Background: an optimization exercise with open tools, aiming at small area. Do not read the settings as production practice. In this exercise RTL edits were held to simulation tests only and were not proved equivalent to the original.

`flow/design.v`:
```
module mux
(input [3:0] st, input [8:0] X, input start,
 output [3:0] nst, output ldx, flag,
 output [6:0] display0, display1, display2, display3);
comb_core core(
  .st(st), .X(X), .start(start), .nst(nst), .ldx(ldx), .flag(flag),
  .display0(display0), .display1(display1), .display2(display2), .display3(display3));
endmodule
module comb_core
(input [3:0] st, input [8:0] X, input start, output [3:0] nst, output ldx, flag, output [6:0] display0, display1, display2, display3);
wire n0;
wire n1;
wire n2;
wire n3;
wire n4;
wire n5;
wire n6;
wire n7;
wire n8;
wire n9;
wire n10;
wire n11;
wire n12;
wire n13;
wire n14;
wire n15;
wire n16;
wire n17;
wire n18;
wire n19;
wire n20;
wire n21;
wire n22;
wire n23;
wire n24;
wire n25;
wire n26;
wire n27;
wire n28;
wire n29;
wire n30;
wire n31;
wire n32;
wire n33;
wire n34;
wire n35;
wire n36;
wire n37;
wire n38;
wire n39;
wire n40;
wire n41;
wire n42;
wire n43;
wire n44;
wire n45;
wire n46;
wire n47;
wire n48;
wire n49;
wire n50;
wire n51;
wire n52;
wire n53;
wire n54;
wire n55;
wire n56;
wire n57;
wire n58;
wire n59;
wire n60;
wire n61;
wire n62;
wire n63;
wire n64;
wire n65;
wire n66;
wire n67;
wire n68;
wire n69;
wire n70;
wire n71;
wire n72;
wire n73;
wire n74;
wire n75;
wire n76;
wire n77;
wire n78;
wire n79;
wire n80;
wire n81;
wire n82;
wire n83;
wire n84;
wire n85;
wire n86;
wire n87;
wire n88;
wire n89;
wire n90;
wire n91;
wire n92;
wire n93;
wire n94;
wire n95;
wire n96;
wire n97;
wire n98;
wire n99;
wire n100;
wire n101;
wire n102;
wire n103;
wire n104;
wire n105;
wire n106;
wire n107;
wire n108;
wire n109;
wire n110;
wire n111;
wire n112;
wire n113;
wire n114;
wire n115;
wire n116;
wire n117;
wire n118;
wire n119;
wire n120;
wire n121;
wire n122;
wire n123;
wire n124;
wire n125;
wire n126;
wire n127;
wire n128;
wire n129;
wire n130;
wire n131;
wire n132;
wire n133;
wire n134;
wire n135;
wire n136;
wire n137;
wire n138;
wire n139;
wire n140;
wire n141;
wire n142;
wire n143;
wire n144;
wire n145;
wire n146;
wire n147;
wire n148;
wire n149;
wire n150;
wire n151;
wire n152;
wire n153;
wire n154;
wire n155;
wire n156;
wire n157;
wire n158;
wire n159;
wire n160;
wire n161;
wire n162;
wire n163;
wire n164;
wire n165;
wire n166;
wire n167;
wire n168;
wire n169;
wire n170;
wire n171;
wire n172;
wire n173;
wire n174;
wire n175;
wire n176;
wire n177;
wire n178;
wire n179;
wire n180;
wire n181;
wire n182;
wire n183;
wire n184;
wire n185;
wire n186;
wire n187;
wire n188;
wire n189;
wire n190;
wire n191;
wire n192;
wire n193;
wire n194;
wire n195;
wire n196;
wire n197;
wire n198;
wire n199;
wire n200;
wire n201;
wire n202;
wire n203;
wire n204;
wire n205;
wire n206;
wire n207;
wire n208;
wire n209;
wire n210;
wire n211;
wire n212;
wire n213;
wire n214;
wire n215;
wire n216;
wire n217;
wire n218;
wire n219;
wire n220;
wire n221;
wire n222;
wire n223;
wire n224;
wire n225;
wire n226;
wire n227;
wire n228;
wire n229;
wire n230;
wire n231;
wire n232;
wire n233;
wire n234;
wire n235;
wire n236;
wire n237;
wire n238;
wire n239;
wire n240;
wire n241;
wire n242;
wire n243;
wire n244;
wire n245;
wire n246;
wire n247;
wire n248;
wire n249;
wire n250;
wire n251;
wire n252;
wire n253;
wire n254;
wire n255;
wire n256;
wire n257;
wire n258;
wire n259;
wire n260;
wire n261;
wire n262;
wire n263;
wire n264;
wire n265;
wire n266;
wire n267;
wire n268;
wire n269;
wire n270;
wire n271;
wire n272;
wire n273;
wire n274;
wire n275;
wire n276;
wire n277;
wire n278;
wire n279;
wire n280;
wire n281;
wire n282;
wire n283;
wire n284;
wire n285;
wire n286;
wire n287;
wire n288;
wire n289;
wire n290;
wire n291;
wire n292;
wire n293;
wire n294;
wire n295;
wire n296;
wire n297;
wire n298;
wire n299;
wire n300;
wire n301;
wire n302;
wire n303;
wire n304;
wire n305;
wire n306;
wire n307;
wire n308;
wire n309;
wire n310;
wire n311;
wire n312;
wire n313;
wire n314;
wire n315;
wire n316;
wire n317;
wire n318;
wire n319;
wire n320;
wire n321;
wire n322;
wire n323;
wire n324;
wire n325;
wire n326;
wire n327;
wire n328;
wire n329;
wire n330;
wire n331;
wire n332;
wire n333;
wire n334;
wire n335;
wire n336;
wire n337;
wire n338;
wire n339;
wire n340;
wire n341;
wire n342;
wire n343;
wire n344;
wire n345;
wire n346;
wire n347;
wire n348;
wire n349;
wire n350;
wire n351;
wire n352;
wire n353;
wire n354;
wire n355;
wire n356;
wire n357;
wire n358;
wire n359;
wire n360;
wire n361;
wire n362;
wire n363;
wire n364;
wire n365;
wire n366;
wire n367;
wire n368;
assign n0 = ~st[0] & st[1];
assign n1 = st[0] & ~st[1];
assign n2 = ~n0 & ~n1;
assign n3 = st[2] & ~st[3];
assign n4 = ~n2 & n3;
assign n5 = start & ~n4;
assign n6 = st[0] & st[2];
assign flag = ~st[3] & ~n6;
assign n7 = n5 & ~flag;
assign n8 = ~n0 & ~n6;
assign n9 = st[2] & st[3];
assign n10 = n8 & n9;
assign n11 = ~st[0] & ~st[2];
assign n12 = ~n9 & ~n11;
assign n13 = ~n10 & ~n12;
assign n14 = n7 & ~n13;
assign n15 = ~st[2] & st[3];
assign n16 = ~n0 & n15;
assign n17 = ~start & ~n16;
assign nst[0] = ~n14 & ~n17;
assign n18 = st[1] & n15;
assign n19 = ~start & ~n18;
assign ldx = ~n10 & ~n15;
assign n20 = n2 & ~n10;
assign n21 = ~ldx & ~n20;
assign n22 = n5 & ~n21;
assign nst[1] = ~n19 & ~n22;
assign nst[3] = n7 & ~n9;
assign n23 = ~flag & ~n8;
assign n24 = ~st[1] & ~st[2];
assign n25 = ~n23 & ~n24;
assign n26 = nst[3] & ~n25;
assign n27 = ~start & ~n10;
assign nst[2] = ~n26 & ~n27;
assign n28 = flag & ~n11;
assign n29 = ~n21 & ~n28;
assign n30 = X[0] & ~n29;
assign n31 = X[1] & n30;
assign n32 = X[1] & ~n29;
assign n33 = ~n25 & ~n32;
assign n34 = ~X[1] & ~n30;
assign n35 = ~n33 & ~n34;
assign n36 = ~n31 & n35;
assign n37 = X[2] & ~n29;
assign n38 = X[6] & n37;
assign n39 = X[3] & n30;
assign n40 = n38 & n39;
assign n41 = X[6] & n30;
assign n42 = X[3] & ~n29;
assign n43 = X[2] & n42;
assign n44 = ~n41 & ~n43;
assign n45 = ~n40 & ~n44;
assign n46 = X[5] & n32;
assign n47 = n45 & n46;
assign n48 = ~n40 & ~n47;
assign n49 = X[5] & n37;
assign n50 = ~n48 & n49;
assign n51 = X[7] & n30;
assign n52 = ~X[3] & X[4];
assign n53 = n51 & n52;
assign n54 = X[6] & n32;
assign n55 = ~n29 & n52;
assign n56 = ~n51 & ~n55;
assign n57 = ~n53 & ~n56;
assign n58 = n54 & n57;
assign n59 = ~n53 & ~n58;
assign n60 = n50 & ~n59;
assign n61 = ~n50 & n59;
assign n62 = ~n60 & ~n61;
assign n63 = X[4] & ~X[5];
assign n64 = ~X[4] & X[5];
assign n65 = ~n63 & ~n64;
assign n66 = n42 & ~n65;
assign n67 = ~n45 & ~n46;
assign n68 = ~n47 & ~n67;
assign n69 = X[6] & n25;
assign n70 = X[4] & n30;
assign n71 = X[3] & n32;
assign n72 = ~n70 & ~n71;
assign n73 = X[4] & n32;
assign n74 = n39 & n73;
assign n75 = ~n72 & ~n74;
assign n76 = X[2] & n32;
assign n77 = n75 & ~n76;
assign n78 = ~n72 & ~n77;
assign n79 = n69 & n78;
assign n80 = ~n69 & ~n78;
assign n81 = ~n79 & ~n80;
assign n82 = X[5] & n25;
assign n83 = ~X[1] & n37;
assign n84 = X[4] & n25;
assign n85 = ~n83 & ~n84;
assign n86 = n83 & n84;
assign n87 = ~n85 & ~n86;
assign n88 = ~n39 & n87;
assign n89 = ~n85 & ~n88;
assign n90 = n82 & n89;
assign n91 = X[3] & n25;
assign n92 = X[0] & n76;
assign n93 = n91 & n92;
assign n94 = n39 & ~n87;
assign n95 = ~n88 & ~n94;
assign n96 = ~n91 & ~n92;
assign n97 = ~X[2] & ~n32;
assign n98 = ~n30 & ~n76;
assign n99 = ~n97 & ~n98;
assign n100 = ~n93 & n99;
assign n101 = ~n96 & n100;
assign n102 = ~n95 & n101;
assign n103 = ~n93 & ~n102;
assign n104 = ~n82 & ~n89;
assign n105 = ~n90 & ~n104;
assign n106 = ~n103 & n105;
assign n107 = ~n90 & ~n106;
assign n108 = n81 & ~n107;
assign n109 = ~n79 & ~n108;
assign n110 = n68 & ~n109;
assign n111 = ~n68 & n109;
assign n112 = ~n110 & ~n111;
assign n113 = n103 & ~n105;
assign n114 = ~n106 & ~n113;
assign n115 = ~n75 & n76;
assign n116 = ~n77 & ~n115;
assign n117 = n114 & ~n116;
assign n118 = X[5] & n30;
assign n119 = ~X[2] & n42;
assign n120 = n73 & n119;
assign n121 = ~n73 & ~n119;
assign n122 = ~n120 & ~n121;
assign n123 = n118 & ~n122;
assign n124 = ~n118 & n122;
assign n125 = ~n123 & ~n124;
assign n126 = ~n117 & n125;
assign n127 = ~n81 & n107;
assign n128 = ~n108 & ~n127;
assign n129 = n117 & ~n125;
assign n130 = ~n126 & ~n129;
assign n131 = ~n128 & n130;
assign n132 = ~n126 & ~n131;
assign n133 = n112 & n132;
assign n134 = ~n110 & ~n133;
assign n135 = X[4] & n37;
assign n136 = X[7] & n25;
assign n137 = n135 & n136;
assign n138 = ~n135 & ~n136;
assign n139 = ~n137 & ~n138;
assign n140 = ~n121 & ~n124;
assign n141 = n139 & n140;
assign n142 = ~n137 & ~n141;
assign n143 = ~n134 & ~n142;
assign n144 = X[8] & n30;
assign n145 = n38 & ~n144;
assign n146 = ~n38 & n144;
assign n147 = ~n145 & ~n146;
assign n148 = n143 & ~n147;
assign n149 = ~n143 & n147;
assign n150 = ~n148 & ~n149;
assign n151 = n66 & n150;
assign n152 = ~n66 & ~n150;
assign n153 = ~n151 & ~n152;
assign n154 = ~n54 & ~n57;
assign n155 = ~n58 & ~n154;
assign n156 = X[8] & n25;
assign n157 = n48 & ~n49;
assign n158 = ~n50 & ~n157;
assign n159 = n156 & n158;
assign n160 = ~n156 & ~n158;
assign n161 = ~n159 & ~n160;
assign n162 = n155 & n161;
assign n163 = ~n112 & ~n132;
assign n164 = ~n133 & ~n163;
assign n165 = ~n139 & ~n140;
assign n166 = ~n141 & ~n165;
assign n167 = n164 & n166;
assign n168 = n134 & n142;
assign n169 = ~n143 & ~n168;
assign n170 = n167 & ~n169;
assign n171 = ~n167 & n169;
assign n172 = ~n170 & ~n171;
assign n173 = ~n155 & ~n161;
assign n174 = ~n162 & ~n173;
assign n175 = ~n172 & n174;
assign n176 = ~n162 & ~n175;
assign n177 = X[7] & n32;
assign n178 = n176 & ~n177;
assign n179 = ~n176 & n177;
assign n180 = ~n178 & ~n179;
assign n181 = ~n153 & n180;
assign n182 = n153 & ~n180;
assign n183 = ~n181 & ~n182;
assign n184 = n62 & n183;
assign n185 = ~n62 & ~n183;
assign n186 = ~n184 & ~n185;
assign n187 = ~n25 & ~n186;
assign n188 = n172 & ~n174;
assign n189 = ~n175 & ~n188;
assign n190 = n25 & n189;
assign n191 = ~n187 & ~n190;
assign n192 = ~n164 & ~n166;
assign n193 = ~n167 & ~n192;
assign n194 = ~n25 & ~n193;
assign n195 = n128 & ~n130;
assign n196 = ~n131 & ~n195;
assign n197 = n25 & n196;
assign n198 = ~n194 & ~n197;
assign n199 = n191 & n198;
assign n200 = ~n191 & ~n198;
assign n201 = ~n25 & n189;
assign n202 = n25 & n193;
assign n203 = ~n201 & ~n202;
assign n204 = ~n200 & ~n203;
assign n205 = ~n114 & n116;
assign n206 = ~n117 & ~n205;
assign n207 = n25 & ~n206;
assign n208 = ~n25 & n196;
assign n209 = ~n207 & ~n208;
assign n210 = n204 & ~n209;
assign n211 = ~n199 & n210;
assign n212 = n200 & n203;
assign n213 = n209 & n212;
assign n214 = ~n211 & ~n213;
assign n215 = ~n199 & ~n200;
assign n216 = ~n210 & ~n215;
assign n217 = ~n25 & n206;
assign n218 = n95 & ~n101;
assign n219 = ~n102 & ~n218;
assign n220 = n25 & n219;
assign n221 = ~n217 & ~n220;
assign n222 = n216 & n221;
assign n223 = ~n204 & n209;
assign n224 = ~n210 & ~n212;
assign n225 = ~n223 & n224;
assign n226 = ~n222 & ~n225;
assign n227 = n214 & ~n226;
assign n228 = ~X[3] & ~n99;
assign n229 = X[3] & n99;
assign n230 = ~n228 & ~n229;
assign n231 = n25 & ~n230;
assign n232 = ~n25 & ~n219;
assign n233 = ~n231 & ~n232;
assign n234 = ~n227 & ~n233;
assign n235 = ~n216 & ~n221;
assign n236 = n214 & ~n235;
assign n237 = n234 & n236;
assign n238 = ~n214 & ~n221;
assign n239 = n221 & n225;
assign n240 = n216 & n239;
assign n241 = ~n238 & ~n240;
assign n242 = n233 & ~n241;
assign n243 = ~n237 & ~n242;
assign n244 = ~n25 & ~n30;
assign n245 = ~n76 & ~n97;
assign n246 = ~n244 & n245;
assign n247 = ~n243 & n246;
assign n248 = ~n222 & n236;
assign n249 = ~n234 & ~n248;
assign n250 = n241 & ~n249;
assign n251 = ~n246 & ~n250;
assign n252 = n227 & n233;
assign n253 = ~n234 & n241;
assign n254 = ~n252 & n253;
assign n255 = n251 & n254;
assign n256 = ~n247 & ~n255;
assign n257 = ~n251 & ~n254;
assign n258 = n243 & ~n257;
assign n259 = n256 & ~n258;
assign n260 = ~n36 & ~n259;
assign n261 = n36 & n256;
assign n262 = ~n260 & ~n261;
assign n263 = n246 & n250;
assign n264 = n243 & ~n251;
assign n265 = ~n263 & n264;
assign n266 = ~n262 & ~n265;
assign n267 = X[0] & n25;
assign n268 = n29 & n267;
assign n269 = n266 & ~n268;
assign n270 = n256 & ~n265;
assign n271 = n262 & ~n270;
assign n272 = ~n258 & ~n271;
assign n273 = n256 & ~n272;
assign n274 = n36 & ~n273;
assign n275 = ~n36 & n273;
assign n276 = ~n274 & ~n275;
assign n277 = n269 & n276;
assign n278 = ~n266 & n268;
assign n279 = ~n271 & ~n278;
assign n280 = ~n277 & n279;
assign n281 = ~n269 & n276;
assign n282 = ~n268 & n271;
assign n283 = ~n281 & ~n282;
assign n284 = ~n280 & n283;
assign n285 = n269 & ~n276;
assign n286 = ~n284 & ~n285;
assign n287 = ~st[0] & n3;
assign n288 = ~n25 & n30;
assign n289 = ~n287 & ~n288;
assign n290 = n268 & n271;
assign n291 = ~n280 & ~n290;
assign n292 = n289 & ~n291;
assign n293 = ~n289 & n291;
assign n294 = ~n283 & ~n293;
assign display0[1] = ~n292 & n294;
assign n295 = n283 & n289;
assign n296 = ~display0[1] & ~n295;
assign display0[3] = n286 & n296;
assign display0[0] = n280 & display0[3];
assign display0[2] = n291 & n295;
assign display0[4] = ~(n289 & ~n296);
assign n297 = n283 & ~n285;
assign display0[5] = ~n292 & n297;
assign display0[6] = n286 & ~n294;
assign n298 = ~n250 & ~n255;
assign n299 = ~n237 & ~n298;
assign n300 = n216 & ~n239;
assign n301 = n214 & ~n300;
assign n302 = ~n227 & ~n237;
assign n303 = n241 & ~n302;
assign n304 = ~n191 & ~n212;
assign n305 = ~n203 & ~n211;
assign n306 = n191 & ~n305;
assign n307 = ~n304 & ~n306;
assign n308 = n303 & n307;
assign n309 = n301 & n308;
assign n310 = n301 & n304;
assign n311 = ~n204 & n310;
assign n312 = ~n303 & n311;
assign n313 = ~n309 & ~n312;
assign n314 = ~n299 & ~n313;
assign n315 = ~n301 & ~n304;
assign n316 = ~n310 & ~n315;
assign n317 = ~n308 & ~n316;
assign n318 = n299 & n317;
assign n319 = ~n303 & ~n307;
assign n320 = ~n311 & ~n319;
assign n321 = n318 & n320;
assign n322 = ~n314 & ~n321;
assign n323 = ~n273 & ~n322;
assign n324 = ~n308 & n320;
assign n325 = ~n318 & ~n324;
assign n326 = n313 & ~n325;
assign n327 = n273 & ~n326;
assign n328 = ~n299 & ~n317;
assign n329 = ~n309 & ~n318;
assign n330 = ~n328 & n329;
assign n331 = ~n327 & ~n330;
assign n332 = n322 & ~n331;
assign n333 = ~n323 & ~n332;
assign n334 = ~n314 & n327;
assign n335 = ~n330 & n334;
assign n336 = ~n273 & n326;
assign n337 = n322 & ~n336;
assign n338 = ~n335 & n337;
assign n339 = ~n323 & ~n338;
assign n340 = n266 & ~n285;
assign n341 = ~n271 & ~n340;
assign n342 = ~n339 & n341;
assign n343 = n330 & n334;
assign n344 = n332 & ~n343;
assign display1[5] = ~n342 & n344;
assign n345 = n338 & display1[5];
assign n346 = ~n333 & ~n345;
assign n347 = n333 & ~n342;
assign display1[0] = ~n346 & ~n347;
assign n348 = n339 & ~n341;
assign display1[1] = n347 & ~n348;
assign n349 = n332 & ~n338;
assign display1[2] = n341 & n349;
assign display1[3] = ~n346 & ~display1[1];
assign display1[4] = ~(n341 & ~display1[0]);
assign n350 = ~n344 & ~n348;
assign display1[6] = ~n349 & ~n350;
assign n351 = n317 & ~n321;
assign n352 = n313 & ~n351;
assign n353 = ~n204 & n301;
assign n354 = n304 & ~n353;
assign n355 = ~n352 & ~n354;
assign n356 = ~n326 & ~n343;
assign n357 = ~n321 & ~n356;
assign n358 = ~n355 & n357;
assign n359 = n307 & ~n309;
assign n360 = ~n311 & ~n359;
assign n361 = ~n355 & ~n360;
assign n362 = n357 & ~n360;
assign n363 = ~n361 & ~n362;
assign display2[1] = ~n358 & ~n363;
assign display2[4] = ~(n357 & ~n361);
assign n364 = n355 & n360;
assign n365 = n304 & n352;
assign n366 = ~n364 & ~n365;
assign n367 = display2[4] & n366;
assign display2[3] = ~display2[1] & n367;
assign display2[0] = ~n355 & display2[3];
assign display2[2] = n357 & n364;
assign n368 = n360 & ~n365;
assign display2[5] = ~n358 & n368;
assign display2[6] = n363 & n366;
assign display3[0] = ~n352 & n354;
assign display3[1] = 1'b0;
assign display3[2] = 1'b0;
assign display3[6] = 1'b1;
assign display3[3] = display3[0];
assign display3[4] = display3[0];
assign display3[5] = display3[0];
endmodule
module bo
(input clock, ldx,
 input [8:0] X,
 output reg [8:0] regX);
always @(posedge clock)
	if (ldx)
		regX <= X;
endmodule
module bc
(input clock,
 input [3:0] nst,
 output reg [3:0] state);
always @(posedge clock)
	state <= nst;
endmodule
module main
(input clk,
input start,
input[9:0] x,
output flag,
output [6:0] hex0, hex1, hex2, hex3);
wire [3:0] state, nst;
wire [8:0] regX;
wire ldx;
bc comandBlock(.clock(clk), .nst(nst), .state(state));
bo operatorBlock(.clock(clk), .ldx(ldx), .X(x[8:0]), .regX(regX));
mux comb(.st(state), .X(regX), .start(start), .nst(nst), .ldx(ldx), .flag(flag),
          .display0(hex0), .display1(hex1), .display2(hex2), .display3(hex3));
endmodule
```
`flow/flow/run.sh`:
```
#!/bin/bash
# Standard layout with two changes: after the standard synthesis every
# combinational cell is set to its smallest drive strength (the flow's own
# repair steps size up whatever needs it), and the port buffers are buf_1.
set -euo pipefail
R=orfs/results/$FLOW_PLATFORM/main/base
bash standard.sh synth > synth.log 2>&1
cp $R/1_2_yosys.v 1_2_yosys.std.v
python3 flow/downsize.py $FLOW_HOME/platforms/$FLOW_PLATFORM/lib/sky130_fd_sc_hd__tt_025C_1v80.lib \
    1_2_yosys.std.v $R/1_2_yosys.v > downsize.log 2>&1
bash standard.sh 'BUFFER_PORTS_ARGS=-buffer_cell sky130_fd_sc_hd__buf_1' finish > layout.log 2>&1
```
`flow/flow/downsize.py`:
```
# Rewrites a mapped netlist with each combinational cell X_N replaced by the
# smallest-area drive strength of X that has the same pins. Flip-flops keep
# their cell (their drive strength may change, but is left as is here).
import re, sys
lib, src, dst = sys.argv[1:4]
t = open(lib).read()
cells = {}
for m in re.finditer(r'\n\s*cell\s*\(\s*"?(\w+)"?\s*\)\s*\{', t):
    name = m.group(1)
    body = t[m.end():m.end() + 20000]
    nxt = re.search(r'\n\s*cell\s*\(', body)
    if nxt: body = body[:nxt.start()]
    area = float(re.search(r'area\s*:\s*([\d.]+)', body).group(1))
    pins = tuple(sorted(re.findall(r'\n\s*pin\s*\(\s*"?(\w+)"?\s*\)', body)))
    seq = bool(re.search(r'\bff\s*\(|\blatch\s*\(|statetable', body))
    cells[name] = (area, pins, seq)
dont = set()
def family(n):
    m = re.match(r'(sky130_fd_sc_hd__\w+?)_(\d+)$', n)
    return m.group(1) if m else None
best = {}
for n, (a, p, s) in cells.items():
    f = family(n)
    if f is None or s or 'lpflow' in n or 'probe' in n: continue
    k = (f, p)
    if k not in best or a < cells[best[k]][0]:
        best[k] = n
v = open(src).read()
count = {}
out = []
for line in v.split('\n'):
    m = re.match(r'^(\s*)(sky130_fd_sc_hd__\w+)(\s.*)$', line)
    if m:
        n = m.group(2)
        if n in cells and not cells[n][2]:
            f = family(n)
            if f and not f.endswith('conb'):
                b = best.get((f, cells[n][1]), n)
                if b != n:
                    count[(n, b)] = count.get((n, b), 0) + 1
                    line = m.group(1) + b + m.group(3)
    out.append(line)
open(dst, 'w').write('\n'.join(out))
for (a, b), c in sorted(count.items()):
    print(a, '->', b, c)
```
`flow/standard.sh`:
```
#!/bin/bash
# synth_recipe.tcl (not shown) runs the flow's synth.tcl, then flattens the netlist and writes it again
# the make line also repeats each setting of config.mk as NAME=value (left out here)
make -C /OpenROAD-flow-scripts/flow DESIGN_CONFIG=/design/flow/config.mk WORK_HOME=/design/flow/orfs CLKGATE_MAP_FILE= SYNTH_SCRIPT=/design/flow/synth_recipe.tcl "${@:-finish}"
```
`flow/config.mk`:
```
export PLATFORM = sky130hd
export DESIGN_NAME = main
export DESIGN_NICKNAME = main
export VERILOG_FILES = /design/flow/design.v
export SDC_FILE = /design/flow/constraint.sdc
export NUM_CORES = 4
export LEC_CHECK = 0
export ABC_AREA = 1
export CAP_MARGIN = 20
export CORE_MARGIN = 2
export CORE_UTILIZATION = 40
export SLEW_MARGIN = 20
```
`flow/constraint.sdc`:
```
create_clock -name core_clock -period 16.0 [get_ports {clk}]
set_input_delay 3.2000 -clock core_clock [delete_from_list [all_inputs] [get_ports {clk}]]
set_output_delay 3.2000 -clock core_clock [all_outputs]
set_load 0.01 [all_outputs]
```
==> notes.md, run 1 <==
run status timing/DRC/antenna clean; logic depth of the worst register-to-register path 6; port buffer count 36; Max Fanout on Critical Path 15; Worst Path Class, Setup flip-flop to output pin; CTS Buf Count 3; Slew Viols, Final 0; slew at the pin closest to its max-slew limit 0.568 ns; aggregate negative setup slack 0 ns; Post-CTS Repair Setup Buffers 0; synthesized instance count 431; die boundary width 81.0 um; setup slack on the worst flop-to-flop path 14.54 ns; number of warnings issued by yosys 2; Reg-to-Reg Start comandBlock.state[0]; post-DR vias/cell 4.76; grt total ovfl 0; delay of the slowest cell on the worst path 0.57 ns; Arrival @ worst endpoint 9.25 ns; number of placement rows 28; largest net degree at the start of global routing 18; First-pass DRT Iterations 4; Avg Inst Size Synth 5.50 um^2; minimum clock period 12.45 ns; share of the core filled with cells in the final layout 0.450; total I/O pin count 41; insertion delay to the later sink of the worst-skew pair 0.24 ns; # H-tree levels 1; weighted congestion at the end of routability-driven global placement 0.828; clock-pin slew reported for the worst setup and hold paths after clock tree synthesis 0.05 ns; startpoint of the most critical setup path comandBlock.state[0]; Post-CTS Hold Buffers 0; number of antenna cells inserted 0; number of buffers on the longest clock path 2; global-route wire length before repair 9.23 mm; number of global-route vias before repair 2352; post-CTS resize count 0; Vert. Die Dim 81.0 um; number of instances on the worst hold path 3; Final Net Count 499; Detailed Route WL 5.17 mm; Initial Util 0.407; kind of path behind the tightest hold check flip-flop to flip-flop; Layout Area Growth over Synthesis 10.5%; master cell of the clock root buffer clkbuf_8; type of element launching the critical path flip-flop; Die ar. 6560 um^2; Hold Startpoint comandBlock.state[1]; filler instances 691; slowest CP cell fa_1; total of endpoints with negative setup slack in the final report 0; standard cell core area 5820 um^2; number of violations reported at the end of detailed-routing iteration 0 100; worst endpoint required time 12.80 ns; setup repair after global routing missed its margin no; Final Skew 0.00262 ns; remaining antenna violation count 0; DRC violations left 0; Hold Path Sink comandBlock.state[1]; kind of end point of the critical path output pin; number of max-capacitance violations reported 0; Crit Reg-Reg Endpoint comandBlock.state[2]; Final period util 0.778; Avg WL per Cell 9.59 um; highest achievable clock rate 0.0803 GHz; area of the mapped netlist 2370 um^2; share of final-layout standard cells stronger than drive strength 1 0.00862; most prevalent standard cell on the critical path nand2_1; CTS tree built; Total GRT Usage 0.172; HPWL after detailed placement 4.42 mm; final number of hold-violating endpoints 0; initial antenna violation count 0; number of vias after detailed routing 2565; CTS sink count 13; relative slew slack 0.620
[cells in the final DEF (no fill, tap or decap), drive strengths merged, types with 4 or more instances in the layout]
cell    instances
nand3          59
edfxtp          9
nor2           30
ha             14
fa              8
o21ai          13
nand4           9
nand2         142
a21oi          10
buf            36
dfxtp           4
or2             4
inv           100
[sequential cells by signal, indices dropped and copies added, names as in the netlist]
register            flops
comandBlock.state       4
operatorBlock.regX      9
[cell type report]
type                       instances  area (um^2)  area share
multi-input combinational        310         1610       0.616
inverter                         101          379       0.145
sequential                        13          350       0.134
timing repair buffer              36          135      0.0516
tap                               75         93.8      0.0358
clock buffer                       3         41.3      0.0158
clock inverter                     1         5.00     0.00191
[metal layers]
layer	GRT usage	vias to the layer above	wire length (um)
met4	0.0475	0	78
met1	0.219	1117	2610
met3	0.0222	13	180
met5	0	-	0
met2	0.302	41	2300
li1	-	1394	-
[how the worst max path moves through the flow]
stage | end | depth (start not counted)
floorplan | hex0[4] | 54
global placement | hex1[3] | 57
detailed placement | hex1[3] | 57
CTS | hex1[3] | 57
global route | hex1[3] | 57
finish | hex1[3] | 57
[worst max-delay path, delay by kind of cell, from the launching register on]
kind / cells / cell delay (ns)
AO/OA/AOI/OAI: 4 / 0.74
XOR/XNOR: 1 / 0.15
adder cells (fa/ha/maj): 10 / 3.30
buffers and inverters: 16 / 1.28
flip-flops: 1 / 0.36
AND/OR/NAND/NOR: 26 / 3.18
[per-stage QoR]
| step | hold WS (ns) | worst slack (ns) | area [um^2] | instances |
|---|---|---|---|---|
| finish | 0.624 | 3.55 | 2620 | 539 |
| global route | 0.655 | 2.43 | 2620 | 539 |
| detailed placement | 0.605 | 3.78 | 2570 | 535 |
| floorplan | 0.559 | 4.87 | 2370 | 432 |
| global placement | 0.606 | 3.86 | 2570 | 535 |
| CTS | 0.616 | 3.49 | 2620 | 539 |
==> run 2, diff against run 1 <==
==> flow/flow/run.sh (replaced) <==
#!/bin/bash
# Standard layout with these changes:
#  - synthesis is the standard one except that ABC maps for area with amap
#    (flow/map.abc) and Yosys's full-adder extraction is skipped;
#  - then every combinational cell is set to its smallest drive strength
#    (the flow's own repair steps size up whatever needs it);
#  - the port buffers are buf_1.
set -euo pipefail
R=orfs/results/$FLOW_PLATFORM/main/base
bash flow/mksynth.sh . flow/map.abc synth_recipe.tcl > mksynth.log 2>&1
bash standard.sh SYNTH_SCRIPT=$PWD/my_synth_recipe.tcl ADDER_MAP_FILE= synth > synth.log 2>&1
cp $R/1_2_yosys.v 1_2_yosys.amap.v
python3 flow/downsize.py $FLOW_HOME/platforms/$FLOW_PLATFORM/lib/sky130_fd_sc_hd__tt_025C_1v80.lib \
    1_2_yosys.amap.v $R/1_2_yosys.v > downsize.log 2>&1
bash standard.sh 'BUFFER_PORTS_ARGS=-buffer_cell sky130_fd_sc_hd__buf_1' finish > layout.log 2>&1
==> flow/flow/map.abc (new file) <==
strash
dc2
dch -f
amap
topo
==> flow/flow/mksynth.sh (new file) <==
#!/bin/bash
# mksynth.sh DIR ABC_SCRIPT FLOW_SYNTH_TCL: writes DIR/my_synth.tcl (ORFS's synth.tcl
# with the ABC mapping script replaced) and DIR/my_synth_recipe.tcl (the standard flow's
# synthesis script, sourcing my_synth.tcl instead of ORFS's synth.tcl).
set -euo pipefail
D=$(cd "$1" && pwd); A=$(cd "$(dirname "$2")" && pwd)/$(basename "$2")
sed "s#^\(\s*\)log_cmd abc {\*}\$abc_args#\1log_cmd abc {*}[lreplace \$abc_args 1 1 $A]#" \
    $FLOW_HOME/scripts/synth.tcl > $D/my_synth.tcl
grep -q "lreplace" $D/my_synth.tcl
sed "s#^source \$::env(SCRIPTS_DIR)/synth.tcl#source $D/my_synth.tcl#" "$3" > $D/my_synth_recipe.tcl
grep -q "my_synth.tcl" $D/my_synth_recipe.tcl
--- a/flow/config.mk
+++ b/flow/config.mk
@@ -9,4 +9,6 @@
 export CAP_MARGIN = 20
 export CORE_MARGIN = 2
 export CORE_UTILIZATION = 40
+export CTS_BUF_LIST = sky130_fd_sc_hd__clkbuf_2
+export CTS_CLUSTER_SIZE = 20
 export SLEW_MARGIN = 20
==> run 2 against run 1 <==
Net effect: register-to-register slack lost 0.10 ns; fmax shrank 0.50%; routed wire length fell by 20%; sequential cell count unchanged; non-clock buffer count is 1 higher; final area shrank 22%; via count fell by 16%; synthesized area fell by 22%; die area decreased by 21%.
==> notes.md, run 2 <==
largest net degree at the start of global routing 15; footprint of the flip-flops and latches 350 um^2; insertion delay to the later sink of the worst-skew pair 0.26 ns; Avg Inst Size Synth 5.57 um^2; Hold Startpoint comandBlock.state[3]; Max Fanout on Critical Path 8; Reg-to-Reg Start comandBlock.state[0]; standard cell core area 4380 um^2; port buffer count 36; number of instances on the worst hold path 3; design area 2050 um^2; number of warnings issued by yosys 2; Layout Area Growth over Synthesis 11.4%; most prevalent standard cell on the critical path nor2_1; number of max-capacitance violations reported 0; leading cell type in the layout, fill and taps excluded nor2_1; highest-count cells in the layout ignoring fill and taps 84 x nor2_1, 45 x clkinv_1, 42 x o21ai_0; initial antenna violation count 0; number of buffers on the longest clock path 2; # H-tree levels 1; post-DR vias/cell 5.16; filler instances 484; First-pass DRT Iterations 4; remaining antenna violation count 0; number of global-route vias before repair 1856; register with the most flip-flops operatorBlock.regX; Avg WL per Cell 9.92 um; post-CTS resize count 0; synthesized instance count 330; number of placement rows 24; placed instance area 2030 um^2; slew at the pin closest to its max-slew limit 0.687 ns; slowest CP cell dfxtp_1; die boundary width 71.8 um; run status timing/DRC/antenna clean; aggregate negative setup slack 0 ns; Die ar. 5150 um^2; number of cells in the design after placement 414; Initial Util 0.419; Final Net Count 379; number of antenna cells inserted 0; highest achievable clock rate 0.0799 GHz; weighted congestion at the end of routability-driven global placement 0.851; logic depth of the worst register-to-register path 5; total I/O pin count 41; kind of end point of the critical path output pin; max reg flops 9; Final Skew 0.00474 ns; DRC violations left 0; Post-CTS Hold Buffers 0; type of element launching the critical path flip-flop; delay of the slowest cell on the worst path 0.42 ns; kind of path behind the tightest hold check flip-flop to flip-flop; setup repair after global routing missed its margin no; Slew Viols, Final 0; worst endpoint required time 12.80 ns; Arrival @ worst endpoint 9.31 ns; Total GRT Usage 0.169; number of vias after detailed routing 2156; minimum clock period 12.51 ns; Hold Path Sink comandBlock.state[3]; area of combinational cells with multiple inputs 1300 um^2; global-route wire length before repair 7.38 mm; area of the mapped netlist 1840 um^2; share of final-layout standard cells stronger than drive strength 1 0.0137; Vert. Die Dim 71.8 um; number of violations reported at the end of detailed-routing iteration 0 90; CTS tree built; HPWL after detailed placement 3.50 mm; master cell of the clock root buffer clkbuf_2; share of the core filled with cells in the final layout 0.467; grt total ovfl 0; final number of hold-violating endpoints 0; Worst Path Class, Setup flip-flop to output pin; relative slew slack 0.540; Detailed Route WL 4.15 mm; CTS sink count 13; CTS Buf Count 3; total of endpoints with negative setup slack in the final report 0; Post-CTS Repair Setup Buffers 0; Crit Reg-Reg Endpoint comandBlock.state[0]; registers with the most flip-flops operatorBlock.regX (9), comandBlock.state (4); Final period util 0.782; clock-pin slew reported for the worst setup and hold paths after clock tree synthesis 0.12 ns; setup slack on the worst flop-to-flop path 14.44 ns; post-route non-filler standard cell count 418
run 2: metal layers:
metal | vias to the layer above | track usage | routed length (um)
li1 | 1203 | - | -
met1 | 908 | 0.225 | 2090
met2 | 43 | 0.297 | 1900
met3 | 2 | 0.00985 | 141
met4 | 0 | 0.0461 | 23
met5 | - | 0 | 0
run 2: final cells by class:
type,instances,area share
Clock buffer,3,0.00733
Clock inverter,1,0.00244
Inverter,45,0.0825
Multi-Input combinational cell,267,0.635
Sequential cell,13,0.171
Tap cell,52,0.0318
Timing Repair Buffer,37,0.0697
run 2: worst max-delay path: cells and delay by family (launching register included):
| kind | cells | cell delay, ns |
|---|---|---|
| DFF | 1 | 0.42 |
| buffers and inverters | 11 | 1.45 |
| AOI/OAI and AO/OA | 23 | 4.66 |
| and+or+nand+nor | 20 | 2.53 |
run 2: worst max path at each step:
| stage | start | endpoint | slack, ns |
|---|---|---|---|
| 6_report | comandBlock.state[2] | hex1[4] | 3.49 |
| 5_1_grt | comandBlock.state[2] | hex1[4] | 1.68 |
| 4_1_cts | comandBlock.state[2] | hex1[4] | 3.48 |
| 3_5_place_dp | comandBlock.state[0] | hex1[4] | 3.91 |
| 3_3_place_gp | comandBlock.state[2] | hex1[4] | 3.99 |
| 2_1_floorplan | comandBlock.state[2] | hex0[0] | 5.00 |
run 2: per-stage QoR:
stage	hold WS [ns]	setup WS [ns]
3_3_place_gp	0.589	3.99
2_1_floorplan	0.542	5.00
4_1_cts	0.613	3.48
6_report	0.616	3.49
5_1_grt	0.658	1.68
3_5_place_dp	0.586	3.91
==> run 3, diff against run 2 <==
--- a/flow/config.mk
+++ b/flow/config.mk
@@ -9,6 +9,6 @@
 export CAP_MARGIN = 20
 export CORE_MARGIN = 2
 export CORE_UTILIZATION = 40
-export CTS_BUF_LIST = sky130_fd_sc_hd__clkbuf_2
+export CTS_BUF_LIST = sky130_fd_sc_hd__clkbuf_4
 export CTS_CLUSTER_SIZE = 20
 export SLEW_MARGIN = 20
==> run 3 against run 2 <==
Net effect: final cell count did not move; hold slack got worse by 0.012 ns; die area did not move; non-clock buffer count did not move; routed wire length barely moved; count of clock-buffer cells in the layout did not move; highest routed layer unchanged.
==> notes.md, run 3 <==
run status timing/DRC/antenna clean; most prevalent standard cell on the critical path nor2_1; post-CTS resize count 0; number of cells in the design after placement 414; registers with the most flip-flops operatorBlock.regX (9), comandBlock.state (4); relative slew slack 0.538; Initial Util 0.419; number of placement rows 24; top cell family by delay on the critical path compound AO/OA/AOI/OAI gates; number of vias after detailed routing 2149; worst endpoint required time 12.80 ns; post-DR vias/cell 5.14; filler instances 483; Reg-to-Reg Start comandBlock.state[0]; number of global-route vias before repair 1856; die boundary width 71.8 um; number of max-capacitance violations reported 0; Final period util 0.781; highest achievable clock rate 0.0800 GHz; startpoint of the most critical setup path comandBlock.state[2]; Hold Startpoint comandBlock.state[3]; Total GRT Usage 0.169; Final Net Count 379; minimum clock period 12.50 ns; final number of hold-violating endpoints 0; global-route wire length before repair 7.38 mm; number of violations reported at the end of detailed-routing iteration 0 89; number of antenna cells inserted 0; initial antenna violation count 0; placed instance area 2030 um^2; Avg WL per Cell 9.92 um; Slew Viols, Final 0; total I/O pin count 41; Worst Path Class, Setup flip-flop to output pin; share of the core filled with cells in the final layout 0.469; max reg flops 9; synthesized instance count 330; number of buffers on the longest clock path 2; standard cell core area 4380 um^2; weighted congestion at the end of routability-driven global placement 0.851; First-pass DRT Iterations 4; area of the mapped netlist 1840 um^2; slowest CP cell dfxtp_1; DRC violations left 0; remaining antenna violation count 0; Bufs and invs on worst path 11; master cell of the clock root buffer clkbuf_4; register with the most flip-flops operatorBlock.regX; total of endpoints with negative setup slack in the final report 0; Final Skew 0.00232 ns; slew at the pin closest to its max-slew limit 0.690 ns; Detailed Route WL 4.15 mm; Avg Inst Size Synth 5.57 um^2; Post-CTS Hold Buffers 0; kind of path behind the tightest hold check flip-flop to flip-flop; CTS sink count 13; Arrival @ worst endpoint 9.30 ns; highest-count cells in the layout ignoring fill and taps 84 x nor2_1, 45 x clkinv_1, 42 x o21ai_0; HPWL after detailed placement 3.50 mm; post-route non-filler standard cell count 418; CTS Buf Count 3; delay of the slowest cell on the worst path 0.40 ns; kind of end point of the critical path output pin; CTS tree built; Vert. Die Dim 71.8 um; setup slack on the worst flop-to-flop path 14.44 ns; design area 2050 um^2; Max Fanout on Critical Path 8; share of final-layout standard cells stronger than drive strength 1 0.0137; Post-CTS Repair Setup Buffers 0; Layout Area Growth over Synthesis 11.8%; Die ar. 5150 um^2; setup repair after global routing missed its margin no; grt total ovfl 0; aggregate negative setup slack 0 ns; port buffer count 36; number of warnings issued by yosys 2; # H-tree levels 1; insertion delay to the later sink of the worst-skew pair 0.27 ns; type of element launching the critical path flip-flop; clock-pin slew reported for the worst setup and hold paths after clock tree synthesis 0.08 ns; largest net degree at the start of global routing 15; leading cell type in the layout, fill and taps excluded nor2_1
==> run 3: final timing paths <==
path	cells past startpoint	to
setup reg to reg	5	comandBlock.state[0]
hold / removal	3	comandBlock.state[3]
hold reg to reg	3	comandBlock.state[3]
setup / recovery	54	hex1[4]
==> run 3: layout make-up <==
cell class	instances	area (um^2)	share of cell area
clock buffer	3	22.5	0.0110
clock inverter	1	5.00	0.00244
inverter	45	169	0.0822
multi-input combinational	267	1300	0.633
sequential	13	350	0.171
tap	52	65.1	0.0317
timing repair buffer	37	143	0.0694
==> run 3: routing by layer <==
layer | global-route usage | up-vias | share of wire
met5 | 0 | - | 0
met4 | 0.0461 | 0 | 0.0055
met3 | 0.00985 | 2 | 0.034
met2 | 0.297 | 43 | 0.46
met1 | 0.225 | 903 | 0.50
li1 | - | 1201 | -
==> run 3: through the flow <==
stage / hold slack, ns / setup WS [ns]
2_1_floorplan: 0.542 / 5.00
3_3_place_gp: 0.589 / 3.99
3_5_place_dp: 0.586 / 3.91
4_1_cts: 0.603 / 3.49
5_1_grt: 0.647 / 1.70
6_report: 0.604 / 3.50
==> run 3: tightest hold or removal path, stage by stage, from the launching register on <==
cell and delay (ns):
dfxtp_1 0.33, clkinv_1 0.07, nor2_1 0.06, nor2_1 0.11
==> run 4, diff against run 3 <==
--- a/flow/config.mk
+++ b/flow/config.mk
@@ -9,6 +9,4 @@
 export CAP_MARGIN = 20
 export CORE_MARGIN = 2
 export CORE_UTILIZATION = 40
-export CTS_BUF_LIST = sky130_fd_sc_hd__clkbuf_4
-export CTS_CLUSTER_SIZE = 20
 export SLEW_MARGIN = 20
==> run 4 against run 3 <==
Net effect: critical endpoint unchanged; routed wire length is 0.31% lower; sequential share of layout area is 0.15 points lower; final cell count stayed put; utilization is 0.43 points higher; count of clock-buffer cells in the layout stayed put; global-route usage is 0.058 points higher; die area stayed put; critical path type unchanged.
==> notes.md, run 4 <==
run status timing/DRC/antenna clean; kind of end point of the critical path output pin; remaining antenna violation count 0; Final Skew 0.000770 ns; DRC violations left 0; total of endpoints with negative setup slack in the final report 0; Vert. Die Dim 71.8 um; Die ar. 5150 um^2; aggregate negative setup slack 0 ns; standard cell core area 4380 um^2; post-CTS resize count 0; max reg flops 9; footprint of the flip-flops and latches 350 um^2; number of cells on the critical path 54; CTS sink count 13; initial antenna violation count 0; number of instances on the worst hold path 3; relative slew slack 0.546; leading cell type in the layout, fill and taps excluded nor2_1; design area 2070 um^2; final number of hold-violating endpoints 0; setup repair after global routing missed its margin no; Arrival @ worst endpoint 9.20 ns; Bufs and invs on worst path 11; Layout Area Growth over Synthesis 12.8%; number of antenna cells inserted 0; weighted congestion at the end of routability-driven global placement 0.851; Avg WL per Cell 9.89 um; highest achievable clock rate 0.0806 GHz; First-pass DRT Iterations 4; clock-pin slew reported for the worst setup and hold paths after clock tree synthesis 0.05 ns; Reg-to-Reg Start comandBlock.state[0]; type of element launching the critical path flip-flop; logic depth of the worst register-to-register path 5; kind of path behind the tightest hold check flip-flop to flip-flop; Worst Path Class, Setup flip-flop to output pin; Final period util 0.775; Total GRT Usage 0.170; register with the most flip-flops operatorBlock.regX; placed instance area 2030 um^2; global-route wire length before repair 7.37 mm; most prevalent standard cell on the critical path nor2_1; port buffer count 36; # H-tree levels 1; number of max-capacitance violations reported 0; die boundary width 71.8 um; HPWL after detailed placement 3.50 mm; registers with the most flip-flops operatorBlock.regX (9), comandBlock.state (4); area of combinational cells with multiple inputs 1300 um^2; slowest CP cell dfxtp_1; post-DR vias/cell 5.12; startpoint of the most critical setup path comandBlock.state[2]; filler instances 480; minimum clock period 12.40 ns; highest-count cells in the layout ignoring fill and taps 84 x nor2_1, 45 x clkinv_1, 42 x o21ai_0; number of vias after detailed routing 2140; Detailed Route WL 4.13 mm; Final Net Count 379; delay of the slowest cell on the worst path 0.40 ns; number of placement rows 24; Avg Inst Size Synth 5.57 um^2; largest net degree at the start of global routing 15; number of warnings issued by yosys 2; worst endpoint required time 12.80 ns; synthesized instance count 330; master cell of the clock root buffer clkbuf_8; insertion delay to the later sink of the worst-skew pair 0.24 ns; CTS Buf Count 3; area of the mapped netlist 1840 um^2; Slew Viols, Final 0; number of violations reported at the end of detailed-routing iteration 0 92; total I/O pin count 41; top cell family by delay on the critical path compound AO/OA/AOI/OAI gates; Post-CTS Repair Setup Buffers 0; slew at the pin closest to its max-slew limit 0.678 ns; grt total ovfl 0; Max Fanout on Critical Path 8; number of global-route vias before repair 1851; CTS tree built; Hold Startpoint comandBlock.state[3]; Initial Util 0.419; number of buffers on the longest clock path 2; share of final-layout standard cells stronger than drive strength 1 0.0137; Post-CTS Hold Buffers 0
## run 4: final cells by class
type                    instances  area share
multi-input cells             267       0.627
flip-flops and latches         13       0.169
inverters                      45      0.0815
repair buffers                 37      0.0688
well taps                      52      0.0314
clock buffers                   3      0.0199
clock inverters                 1     0.00241
## run 4: through the flow
step                hold slack (ns)  instances  worst slack, ns  utilization
floorplan                     0.542        331             5.00            -
global placement              0.589        414             3.99        0.462
detailed placement            0.586        414             3.91        0.462
CTS                           0.587        418             3.58        0.473
global route                  0.634        418             1.78        0.473
finish                        0.590        418             3.60        0.473
## run 4: layer usage
metal / GRT usage / vias to the layer above / share of wire
met5: 0 / - / 0
li1: - / 1200 / -
met1: 0.227 / 895 / 0.51
met3: 0.00563 / 4 / 0.032
met2: 0.294 / 41 / 0.45
met4: 0.0587 / 0 / 0.012
## run 4: worst min-delay path: stages, from the launching register on
cell and delay [ns]:
dfxtp_1 0.32, clkinv_1 0.07, nor2_1 0.05, nor2_1 0.11
## run 4: final timing paths
| check | slack [ns] | end |
|---|---|---|
| max | 3.60 | hex1[4] |
| min reg2reg | 0.59 | comandBlock.state[3] |
| min | 0.59 | comandBlock.state[3] |
| max reg2reg | 14.45 | comandBlock.state[0] |
==> run 5, diff against run 4 <==
--- a/flow/config.mk
+++ b/flow/config.mk
@@ -9,4 +9,7 @@
 export CAP_MARGIN = 20
 export CORE_MARGIN = 2
 export CORE_UTILIZATION = 40
+export CTS_BUF_LIST = sky130_fd_sc_hd__clkbuf_2
+export CTS_CLUSTER_DIAMETER = 200
+export CTS_CLUSTER_SIZE = 30
 export SLEW_MARGIN = 20
==> run 5 against run 4 <==
Net effect: still clean on timing, DRC and antenna; global-route usage decreased by 0.058 points; final area decreased by 1.3%; count of clock-buffer cells in the layout unchanged; critical path depth unchanged; sequential cell count unchanged; worst setup slack got worse by 0.11 ns; first-iteration DRC count decreased by 2.2%; clock skew increased by 0.0040 ns; non-clock buffer count unchanged; utilization decreased by 0.60 points; largest cell class unchanged.
==> notes.md, run 5 <==
run status timing/DRC/antenna clean; filler instances 484; share of final-layout standard cells stronger than drive strength 1 0.0137; CTS sink count 13; CTS Buf Count 3; Worst Path Class, Setup flip-flop to output pin; kind of end point of the critical path output pin; Hold Path Sink comandBlock.state[3]; initial antenna violation count 0; highest-count cells in the layout ignoring fill and taps 84 x nor2_1, 45 x clkinv_1, 42 x o21ai_0; fraction of met1 tracks used by global routing 0.225; setup repair after global routing missed its margin no; grt total ovfl 0; Vert. Die Dim 71.8 um; DRC violations left 0; total I/O pin count 41; relative slew slack 0.540; max reg flops 9; Hold Startpoint comandBlock.state[3]; worst endpoint required time 12.80 ns; Crit Reg-Reg Endpoint comandBlock.state[0]; Final period util 0.782; placed instance area 2030 um^2; met3 demand-to-capacity share in global routing 0.00985; kind of path behind the tightest hold check flip-flop to flip-flop; registers with the most flip-flops operatorBlock.regX (9), comandBlock.state (4); final number of hold-violating endpoints 0; insertion delay to the later sink of the worst-skew pair 0.26 ns; Final Skew 0.00474 ns; port buffer count 36; number of vias after detailed routing 2156; number of max-capacitance violations reported 0; Slew Viols, Final 0; delay of the slowest cell on the worst path 0.42 ns; slew at the pin closest to its max-slew limit 0.687 ns; HPWL after detailed placement 3.50 mm; Initial Util 0.419; Post-CTS Repair Setup Buffers 0; highest achievable clock rate 0.0799 GHz; leading cell type in the layout, fill and taps excluded nor2_1; total of endpoints with negative setup slack in the final report 0; post-route non-filler standard cell count 418; logic depth of the worst register-to-register path 5; Total GRT Usage 0.169; number of buffers on the longest clock path 2; post-CTS resize count 0; number of cells in the design after placement 414; Max Fanout on Critical Path 8; setup slack on the worst flop-to-flop path 14.44 ns; master cell of the clock root buffer clkbuf_2; Die ar. 5150 um^2; M2 GR Usage 0.297; register with the most flip-flops operatorBlock.regX; number of violations reported at the end of detailed-routing iteration 0 90; remaining antenna violation count 0; Final Net Count 379; largest net degree at the start of global routing 15; most prevalent standard cell on the critical path nor2_1; number of warnings issued by yosys 2; number of global-route vias before repair 1856; number of placement rows 24; number of antenna cells inserted 0; Avg WL per Cell 9.92 um; Avg Inst Size Synth 5.57 um^2; global-route wire length before repair 7.38 mm; Post-CTS Hold Buffers 0; global-route layer with the greatest usage met2; synthesized instance count 330; # H-tree levels 1; CTS tree built; type of element launching the critical path flip-flop; clock-pin slew reported for the worst setup and hold paths after clock tree synthesis 0.12 ns; First-pass DRT Iterations 4; standard cell core area 4380 um^2; slowest CP cell dfxtp_1; weighted congestion at the end of routability-driven global placement 0.851; share of the core filled with cells in the final layout 0.467; design area 2050 um^2; post-DR vias/cell 5.16; pre-CTS WS 3.91 ns; Reg-to-Reg Start comandBlock.state[0]; number of instances on the worst hold path 3; die boundary width 71.8 um; Detailed Route WL 4.15 mm; Arrival @ worst endpoint 9.31 ns; final worst-path setup slack 3.49 ns; aggregate negative setup slack 0 ns; Layout Area Growth over Synthesis 11.4%; minimum clock period 12.51 ns; area of the mapped netlist 1840 um^2
-- run 5: stage by stage --
step / hold WS (ns)
after floorplan: 0.542
after global placement: 0.589
after detailed placement: 0.586
after CTS: 0.613
after global routing: 0.658
final: 0.616
-- run 5: worst max path at each step --
| stage | to | startpoint | slack, ns |
|---|---|---|---|
| after floorplan | hex0[0] | comandBlock.state[2] | 5.00 |
| after global placement | hex1[4] | comandBlock.state[2] | 3.99 |
| after global routing | hex1[4] | comandBlock.state[2] | 1.68 |
| after CTS | hex1[4] | comandBlock.state[2] | 3.48 |
| after detailed placement | hex1[4] | comandBlock.state[0] | 3.91 |
| final | hex1[4] | comandBlock.state[2] | 3.49 |
-- run 5: critical path: cells and delay by family, from the launching register on --
family,cells,cell delay (ns)
AOI/OAI and AO/OA,23,4.66
buffers and inverters,11,1.45
DFF,1,0.42
and+or+nand+nor,20,2.53
-- run 5: per-layer routing --
| layer | vias to the layer above | wire length (um) |
|---|---|---|
| met4 | 0 | 23 |
| met5 | - | 0 |
| li1 | 1203 | - |
| met2 | 43 | 1900 |
| met1 | 908 | 2090 |
| met3 | 2 | 141 |
-- run 5: cell type report --
class	instances	area [um^2]	area share
clock buffer	3	15.0	0.00733
clock inverter	1	5.00	0.00244
inverter	45	169	0.0825
multi-input combinational	267	1300	0.635
sequential	13	350	0.171
tap	52	65.1	0.0318
timing repair buffer	37	143	0.0697

[static timing again, ports no longer ideal]
Ports are ideal in the flow. The routed layouts listed here were re-timed in OpenROAD. Step 1 sets driving cells, clkbuf_16 on the clock port and buf_2 on the other inputs (assumed; they add their load-dependent delay and slew). Step 2 times the ports against the registers' clock, not the clock port: input delays grow and output delays shrink by t, the midpoint of the rising clock arrivals with the driver on. a / b / c = ideal ports / drivers / drivers and shift; a / b = the first two.
| run | t (ns) | slack for setup (ns) | worst data-port slew with drivers (ns) |
|---|---|---|---|
| run 1 | 0.260 | 3.551 / 3.532 / 3.791 | 0.03 |
| run 2 | 0.276 | 3.489 / 3.471 / 3.746 | 0.03 |
| run 3 | 0.286 | 3.504 / 3.486 / 3.772 | 0.03 |
| run 4 | 0.263 | 3.598 / 3.578 / 3.840 | 0.03 |
| run 5 | 0.276 | 3.489 / 3.471 / 3.746 | 0.03 |
After both steps every run listed still meets setup and hold.
